Background: an optimization exercise with open tools, aiming at small area, a short achievable clock period and few clock cycles per item. Do not read the settings as production practice.
In this exercise RTL edits were held to simulation tests only and were not proved equivalent to the original.

Setup of run 1:
Design md5, start of the top module:
module md5(
      input clk,
      input reset_n,
      input start,
      input [63:0] password,
      output reg done,
      output [127:0] passwd_hash
      );
reg [6:0] cnt;
reg [31:0] p, b, c, d;
reg idle;            
reg fin;             
reg [3:0] rsel;      
reg [3:0] xsel;      
reg [3:0] psel;      
wire [6:0] cnt_n = ~reset_n ? 7'd67 : idle ? (start ? 7'd0 : 7'd67) : cnt + 7'd1;
reg [3:0] xsel_n;
always @(*) begin
  case ({cnt_n[1:0], cnt_n[5:4]})
    4'd0: xsel_n = 4'b1000;
    4'd1: xsel_n = 4'b0010;
    4'd2: xsel_n = 4'b0001;
    4'd3: xsel_n = 4'b0100;
    4'd4: xsel_n = 4'b1000;
    4'd5: xsel_n = 4'b0001;
    4'd6: xsel_n = 4'b0100;
    4'd7: xsel_n = 4'b0010;
    4'd8: xsel_n = 4'b1000;
    4'd9: xsel_n = 4'b0001;
    4'd10: xsel_n = 4'b0100;
    4'd11: xsel_n = 4'b0010;
    4'd12: xsel_n = 4'b0100;
    4'd13: xsel_n = 4'b0001;
    4'd14: xsel_n = 4'b1000;
    4'd15: xsel_n = 4'b0010;
  endcase
end
always @(posedge clk) begin
  cnt <= cnt_n;
  idle <= (cnt_n == 7'd67);
  fin <= cnt_n[6] & (cnt_n != 7'd67);
  rsel <= cnt_n[6] ? 4'b0000 : (4'b0001 << cnt_n[5:4]);
  xsel <= xsel_n;
  psel <= 4'b0001 << cnt_n[1:0];
end
always @(posedge clk) begin
  if (~reset_n) done <= 1'b0;
  else done <= (cnt == 7'd66);
end
wire [31:0] m0 = {password[39:32], password[47:40], password[55:48], password[63:56]};
wire [31:0] m1 = {password[7:0], password[15:8], password[23:16], password[31:24]};
wire [31:0] tc;
  ...
Size: roughly 2,900 cells after synthesis, about 210 flip-flops, about 200 I/O pins, about 0.018 mm^2 of cells after synthesis.
==> flow/config.mk <==
export PLATFORM = sky130hd
export DESIGN_NAME = md5
export DESIGN_NICKNAME = md5
export VERILOG_FILES = /design/flow/design.v
export SDC_FILE = /design/flow/constraint.sdc
export NUM_CORES = 4
export LEC_CHECK = 0
export ABC_AREA = 1
export CAP_MARGIN = 20
export CORE_MARGIN = 2
export CORE_UTILIZATION = 45
export SLEW_MARGIN = 20
==> flow/constraint.sdc <==
create_clock -name core_clock -period 11.0 [get_ports {clk}]
set_input_delay 2.2000 -clock core_clock [delete_from_list [all_inputs] [get_ports {clk}]]
set_output_delay 2.2000 -clock core_clock [all_outputs]
set_load 0.01 [all_outputs]
standard.sh (not shown) runs the stock make flow with config.mk's settings and CLKGATE_MAP_FILE= SYNTH_SCRIPT=/design/flow/synth_recipe.tcl, a recipe that flattens the netlist after the stock synthesis.
==> flow/flow/run.sh <==
#!/bin/bash
set -euo pipefail
bash standard.sh \
  "BUFFER_PORTS_ARGS=-buffer_cell sky130_fd_sc_hd__buf_1" \
  SETUP_SLACK_MARGIN=6.5 \
  finish > make_finish.log 2>&1
In summary, run 1 completed successfully, with a layout that passed the timing, design-rule and antenna checks.
Testbench counts of run 1, summed over its fixed seeds: cycles 13,056, hashes 192.
> inputs changed (run 1 -> run 2)
-- flow/flow/run.sh --
<<< run 1, line 5
  SETUP_SLACK_MARGIN=6.5 \
>>> run 2, line 5
  SETUP_SLACK_MARGIN=6 \
[summary]
Of run 2 and run 1, run 2 shows the lower number of nets in the layout, with run 1 above it. Run 2 has worst hold slack below what run 1 had. Per the comparison of run 2 with run 1, buffer count from post-CTS setup fixing went down by 42; met2 layer wire length in the routed design down 2.3%. Comparing run 2 and run 1, global-route usage is higher on run 1. In run 2, the half-perimeter wire length after placement came out 2000 um below the value in run 1. Cell count: run 2 lower than run 1. Between run 2 and run 1, the share of the clock period used by the worst path after layout is higher for run 2.

---

exp/yarrow:
md5 again, from the RTL that the note above started with.
==> flow/config.mk <==
export PLATFORM = sky130hd
export DESIGN_NAME = md5
export DESIGN_NICKNAME = md5
export VERILOG_FILES = /design/flow/design.v
export SDC_FILE = /design/flow/constraint.sdc
export NUM_CORES = 4
export LEC_CHECK = 0
export ABC_AREA = 1
export CAP_MARGIN = 20
export CORE_MARGIN = 2
export CORE_UTILIZATION = 55
export CTS_BUF_LIST = sky130_fd_sc_hd__clkbuf_8
export CTS_CLUSTER_SIZE = 25
export SLEW_MARGIN = 20
==> flow/constraint.sdc <==
create_clock -name core_clock -period 11.0 [get_ports {clk}]
set_input_delay 2.2000 -clock core_clock [delete_from_list [all_inputs] [get_ports {clk}]]
set_output_delay 2.2000 -clock core_clock [all_outputs]
set_load 0.01 [all_outputs]
==> flow/flow/run.sh <==
#!/bin/bash
set -euo pipefail
bash standard.sh \
  "BUFFER_PORTS_ARGS=-buffer_cell sky130_fd_sc_hd__buf_1" \
  SETUP_SLACK_MARGIN=6 \
  finish > make_finish.log 2>&1
Testbench counts of exp/yarrow, summed over its fixed seeds: cycles 13,056, hashes 192.
Input changes introduced in exp/maple (baseline for comparison: exp/yarrow):
# exp/yarrow
export LEC_CHECK = 0
export ABC_AREA = 1
export CAP_MARGIN = 20
export CORE_MARGIN = 2
export CORE_UTILIZATION = 55
export CTS_BUF_LIST = sky130_fd_sc_hd__clkbuf_8
export CTS_CLUSTER_SIZE = 25
export SLEW_MARGIN = 20
create_clock -name core_clock -period 11.0 [get_ports {clk}]
# exp/maple
export LEC_CHECK = 0
export ABC_AREA = 1
export CAP_MARGIN = 20
export CORE_MARGIN = 2
export CORE_UTILIZATION = 50
export SLEW_MARGIN = 20
create_clock -name core_clock -period 11.0 [get_ports {clk}]
From exp/yarrow to exp/maple the numbers moved as follows: number of antenna cells inserted has decreased, utilization fell by 5.8 points, cell count dropped 0.85%, setup slack increased by 0.75 ns relative to the old numbers.

## re-timing with driven ports
How much do the figures lean on ideal ports? The routed layouts below were timed once more, with nothing changed but the port constraints.
Step 1, drivers: a clkbuf_16 drives clk and a buf_2 each remaining input, both assumed.
Step 2 times the ports against the registers' clock, not the clock port: input delays grow and output delays shrink by t, the midpoint of the rising clock arrivals with the driver on.
Slacks: ideal ports / drivers / drivers and shift; pairs: ideal ports / drivers.
| run | t (ns) | setup slack, ns | worst slew at a driven data input, ns |
|---|---|---|---|
| run 1 | 0.606 | 6.305 / 6.305 / 6.018 | 0.07 |
| run 2 | 0.594 | 6.056 / 6.056 / 5.954 | 0.05 |
| exp/yarrow | 0.622 | 5.342 / 5.342 / 5.342 | 0.07 |
| exp/maple | 0.602 | 6.088 / 6.088 / 5.893 | 0.05 |
After both steps every run listed still meets setup and hold. For run 1, which loses most, drivers alone change the setup slack by 0.000 ns; drivers and shift together by -0.287 ns.
